This design comes from an exercise in tuning for small area and a short achievable clock period on the open sky130 flow, not from production work.
Function was checked by simulation only, so behaviour that the tests miss may differ from the original.
No activity file was given, so power comes from the tool's default toggle rates.

==> willow: inputs <==
// Risc_V
module Risc_V(
    input  logic        clk,
    input  logic        rst,
    output logic [31:0] imem_addr,
    input  logic [31:0] imem_data,
    output logic [31:0] dmem_addr,
    output logic [31:0] dmem_wdata,
    output logic        dmem_we,
    output logic        dmem_re,
    input  logic [31:0] dmem_rdata,
    output logic        wb_we,
    output logic [4:0]  wb_rd,
    output logic [31:0] wb_data
);
Settings: LEC_CHECK=0, CAP_MARGIN=20, CORE_MARGIN=2, CORE_UTILIZATION=40, CTS_CLUSTER_DIAMETER=100, CTS_CLUSTER_SIZE=20, SETUP_SLACK_MARGIN=4.8, SLEW_MARGIN=20; clock period 8.0 ns.
run.sh (not shown) runs the stock make flow with config.mk's settings and CLKGATE_MAP_FILE= SYNTH_SCRIPT=/design/flow/synth_recipe.tcl, a recipe that flattens the netlist after the stock synthesis.
==> xenon: changes against willow <==
--- a/flow/design.v
+++ b/flow/design.v
@@ -1,48 +1,28 @@
 module ALU(
     input  logic [31:0] A,
-    input  logic [31:0] B,         
+    input  logic [31:0] B,
     input  logic [8:0]  op,
     input  logic        sub,       
     output logic [31:0] Result,
     output logic        Zero,
     output logic        negative
 );
-    logic [31:0] bx, p0, g0, sum, shl, shr;
+    logic [31:0] sum, shl, shr;
     logic        lt;
-    assign bx = B;
-    assign p0 = A ^ bx;
-    assign g0 = A & bx;
-    logic [32*6-1:0] G, P;
-    assign G[31:0] = {g0[31:1], g0[0] | (p0[0] & sub)};
-    assign P[31:0] = p0;
-    genvar l, i;
-    generate
-        for (l = 0; l < 5; l = l + 1) begin : lvl
-            for (i = 0; i < 32; i = i + 1) begin : bit_
-                if (i >= (1 << l)) begin : op_
-                    assign G[32*(l+1)+i] = G[32*l+i] | (P[32*l+i] & G[32*l+i-(1<<l)]);
-                    assign P[32*(l+1)+i] = P[32*l+i] & P[32*l+i-(1<<l)];
-                end else begin : pass
-                    assign G[32*(l+1)+i] = G[32*l+i];
-                    assign P[32*(l+1)+i] = P[32*l+i];
-                end
-            end
-        end
-    endgenerate
-    assign sum = p0 ^ {G[32*5+30 -: 31], sub};
-    assign lt  = (A[31] ^ B[31] ^ sub) ? A[31] : sum[31];
+    assign sum = A + (B ^ {32{sub}}) + {31'b0, sub};
+    assign lt  = (A[31] ^ B[31]) ? A[31] : sum[31];
     assign shl = A << B[4:0];
     assign shr = $signed({op[8] & A[31], A}) >>> B[4:0];
     assign Result = {32{op[0] | op[1]}} & sum
                   | {32{op[2]}}         & {31'b0, lt}
-                  | {32{op[3]}}         & p0
-                  | {32{op[4]}}         & g0
-                  | {32{op[5]}}         & (p0 | g0)
+                  | {32{op[3]}}         & (A ^ B)
+                  | {32{op[4]}}         & (A & B)
+                  | {32{op[5]}}         & (A | B)
                   | {32{op[6]}}         & shl
                   | {32{op[7] | op[8]}} & shr;
-    assign Zero     = sub ? (&p0) : ~(|p0);
+    assign Zero     = (A == B);
     assign negative = Result[31];
 endmodule
 module Control_Unit(
     input  logic [6:0] opcode,
     output logic       branch,
@@ -173,11 +153,11 @@
     logic [1:0]  aluop2;
     logic [4:0]  rd2;
     logic [2:0]  f3_2;
     logic [8:0]  op2;
     logic        sub2;
-    logic        sw_ld, sw_mem;
+    logic        fa_mem, b_mem, sw_ld, sw_mem;
     logic [31:0] aop, bop, sdat;
     logic        rw3, mtr3, br3, mr3, mw3, z3, n3;
     logic [4:0]  rd3;
     logic [2:0]  f3_3;
     logic [31:0] res3, st3;
@@ -196,29 +176,24 @@
     assign rs1 = ir1[19:15];
     assign rs2 = ir1[24:20];
     assign rd1 = ir1[11:7];
     logic [31:0] imm1;
     assign imm1 = st1 ? {{20{ir1[31]}}, ir1[31:25], ir1[11:7]} :
+                  br1 ? {{19{ir1[31]}}, ir1[31], ir1[7], ir1[30:25], ir1[11:8], 1'b0} :
                         {{20{ir1[31]}}, ir1[31:20]};
     logic flush, stall, taken;
-    logic flush_q, stall_q;
-    assign flush = flush_q;               
-    assign stall = stall_q;               
-    logic stall_n;
-    assign stall_n = ~stall & ~flush & mr1 & (imem_data[6:0] != 7'h23) &
-                     ((rd1 == imem_data[19:15]) | (rd1 == imem_data[24:20]));
+    assign flush = br3 & z3;
+    assign stall = ~st1 & mr2 & ((rd2 == rs1) | (rd2 == rs2));
     logic [31:0] rf1, rf2;
     Register_file reg_file_inst (
         .clk(clk), .rst(rst),
         .read_reg1(rs1), .read_reg2(rs2),
         .write_reg(rd4), .write_data(wd4), .reg_write(rw4),
         .read_data1(rf1), .read_data2(rf2)
     );
     logic [1:0] aluop2_n;
     logic [8:0] op_n;
-    logic       sub_n;
-    assign sub_n = op_n[1] | op_n[2];
     assign aluop2_n = stall ? aluop2 : (flush ? 2'b00 : aluop1);
     ALU_ctrl_unit alu_ctrl_unit_inst (
         .alu_op(aluop2_n),
         .funct3(flush ? 3'b0 : ir1[14:12]),
         .funct7(flush ? 7'b0 : ir1[31:25]),
@@ -244,12 +219,12 @@
         else if ((rd3 != 5'd0) & (rd3 == rs2))     sws_n = 2'b10;
         else                                       sws_n = 2'b00;
     end
     logic [31:0] A, B, result;
     logic        zero, negative;
-    assign A = aop;
-    assign B = bop;
+    assign A = fa_mem ? res3 : aop;
+    assign B = b_mem  ? res3 : bop;
     ALU alu_inst (
         .A(A), .B(B), .op(op2), .sub(sub2),
         .Result(result), .Zero(zero), .negative(negative)
     );
     logic [31:0] st_n;
@@ -275,14 +250,14 @@
         if (rst) pc <= 31'b0;
         else if (!stall) pc <= taken ? bpc : {pc[31:2] + 30'd1, pc[1]};
     end
     always_ff @(posedge clk) begin
         pc_d1 <= pc;
-        bpc_x <= pc_d1 + {{19{ir1[31]}}, ir1[31], ir1[7], ir1[30:25], ir1[11:8]};
+        bpc_x <= pc_d1 + imm1[31:1];
         bpc   <= bpc_x;
-        aop   <= fa_mem_n ? result : fa_wb_n ? wd_n : rf1;
-        bop   <= (src2_n ? imm1 : fb_mem_n ? result : fb_wb_n ? wd_n : rf2) ^ {32{sub_n}};
+        aop   <= fa_wb_n ? wd_n : rf1;
+        bop   <= src2_n ? imm1 : fb_wb_n ? wd_n : rf2;
         sdat  <= (sws_n == 2'b10) ? wd_n : rf2;
         res3  <= result;
         st3   <= st_n;
         wd4   <= wd_n;
     end
@@ -291,18 +266,15 @@
             ir1 <= 32'b0;
             rw2 <= 1'b0; mtr2 <= 1'b0; src2 <= 1'b0; br2 <= 1'b0;
             mr2 <= 1'b0; mw2 <= 1'b0; ld2 <= 1'b0; aluop2 <= 2'b00;
             rd2 <= 5'd0; f3_2 <= 3'd0;
             op2 <= 9'b1; sub2 <= 1'b0;
-            sw_ld <= 1'b0; sw_mem <= 1'b0;
+            fa_mem <= 1'b0; b_mem <= 1'b0; sw_ld <= 1'b0; sw_mem <= 1'b0;
             rw3 <= 1'b0; mtr3 <= 1'b0; br3 <= 1'b0; mr3 <= 1'b0; mw3 <= 1'b0;
             z3 <= 1'b0; n3 <= 1'b0; rd3 <= 5'd0; f3_3 <= 3'd0;
             rw4 <= 1'b0; rd4 <= 5'd0;
-            stall_q <= 1'b0; flush_q <= 1'b0;
         end else begin
-            stall_q <= stall_n;
-            flush_q <= ~flush & br2 & zero;
             if (!stall) ir1 <= flush ? 32'b0 : imem_data;
             rw2 <= ~stall & ~flush & rw1;
             br2 <= ~stall & ~flush & br1;
             mr2 <= ~stall & ~flush & mr1;
             mw2 <= ~stall & ~flush & mw1;
@@ -311,11 +283,13 @@
             aluop2 <= aluop2_n;
             ld2  <= ~flush & mr1;
             rd2  <= flush ? 5'd0 : rd1;
             f3_2 <= flush ? 3'd0 : ir1[14:12];
             op2  <= op_n;
-            sub2 <= sub_n;
+            sub2 <= op_n[1] | op_n[2];
+            fa_mem <= fa_mem_n;
+            b_mem  <= ~src2_n & fb_mem_n;
             sw_ld  <= (sws_n == 2'b11);
             sw_mem <= (sws_n == 2'b01);
             rw3  <= ~flush & rw2;
             mtr3 <= ~flush & mtr2;
             br3  <= ~flush & br2;
CTS_CLUSTER_DIAMETER = unset   (was 100)
CTS_CLUSTER_SIZE = unset   (was 20)
SETUP_SLACK_MARGIN = 4.5   (was 4.8)
==> comparison table <==
                                                                              willow           xenon
Status                                                                finished clean  finished clean
Power Density                                                           190.4 nW/um2    227.0 nW/um2
Adder and majority cell fraction of the synthesized area                      2.003%          2.564%
Average wire per standard cell                                              43.94 um        39.90 um
Post-CTS sizing                                                                  749             329
Clock latency on the worst-skew pair                                          790 ps          830 ps
R2r endpoint                                                                  bop[2]        res3[25]
Inst Count DP                                                                  7,473           7,589
Critical path endpoint                                                        bop[2]        res3[25]
Final critical path time including I/O delays and setup                      3490 ps         3650 ps
Share of synthesized cell area in and, or, nand and nor gates                 10.27%          9.977%
Synth Net Count                                                                5,511           5,657
Util after Layout                                                             49.22%          48.72%
Start point of the critical path                               reg_file_inst.r[12].v           b_mem
Clock Skews                                                                 82.76 ps        37.14 ps
Count of unique library cells instantiated by Yosys                               88              83
Length of routed wiring on met1                                           118,800 um      107,100 um
Power in the clock group                                                     4.63 mW         7.44 mW
Clock-cell share                                                              3.094%          6.666%
Total power                                                                 15.24 mW        17.80 mW

what the ideal ports hide:
No port has a modelled driver above. Below, the same layouts with a new extraction and two added sets of constraints. Step 1: set_driving_cell puts a clkbuf_16 on clk and a buf_2 on each other input, an assumption about the parent block. Step 2 also shifts input and output timing later by t, the mid clock arrival at the registers, as if the neighbouring blocks saw the same clock. Three values: ideal, step 1, step 2; two values: the first two.
| run | shift t [ns] | setup slack, ns | worst setup path after step 2 |
|---|---|---|---|
| willow | 0.826 | 4.510 / 4.510 / 4.364 | input to register |
| xenon | 0.896 | 4.350 / 4.339 / 4.132 | input to register |
After both steps setup and hold are still met in every run listed. The setup slack of xenon, which loses most, moves by -0.011 ns with the drivers and by -0.218 ns with both steps.
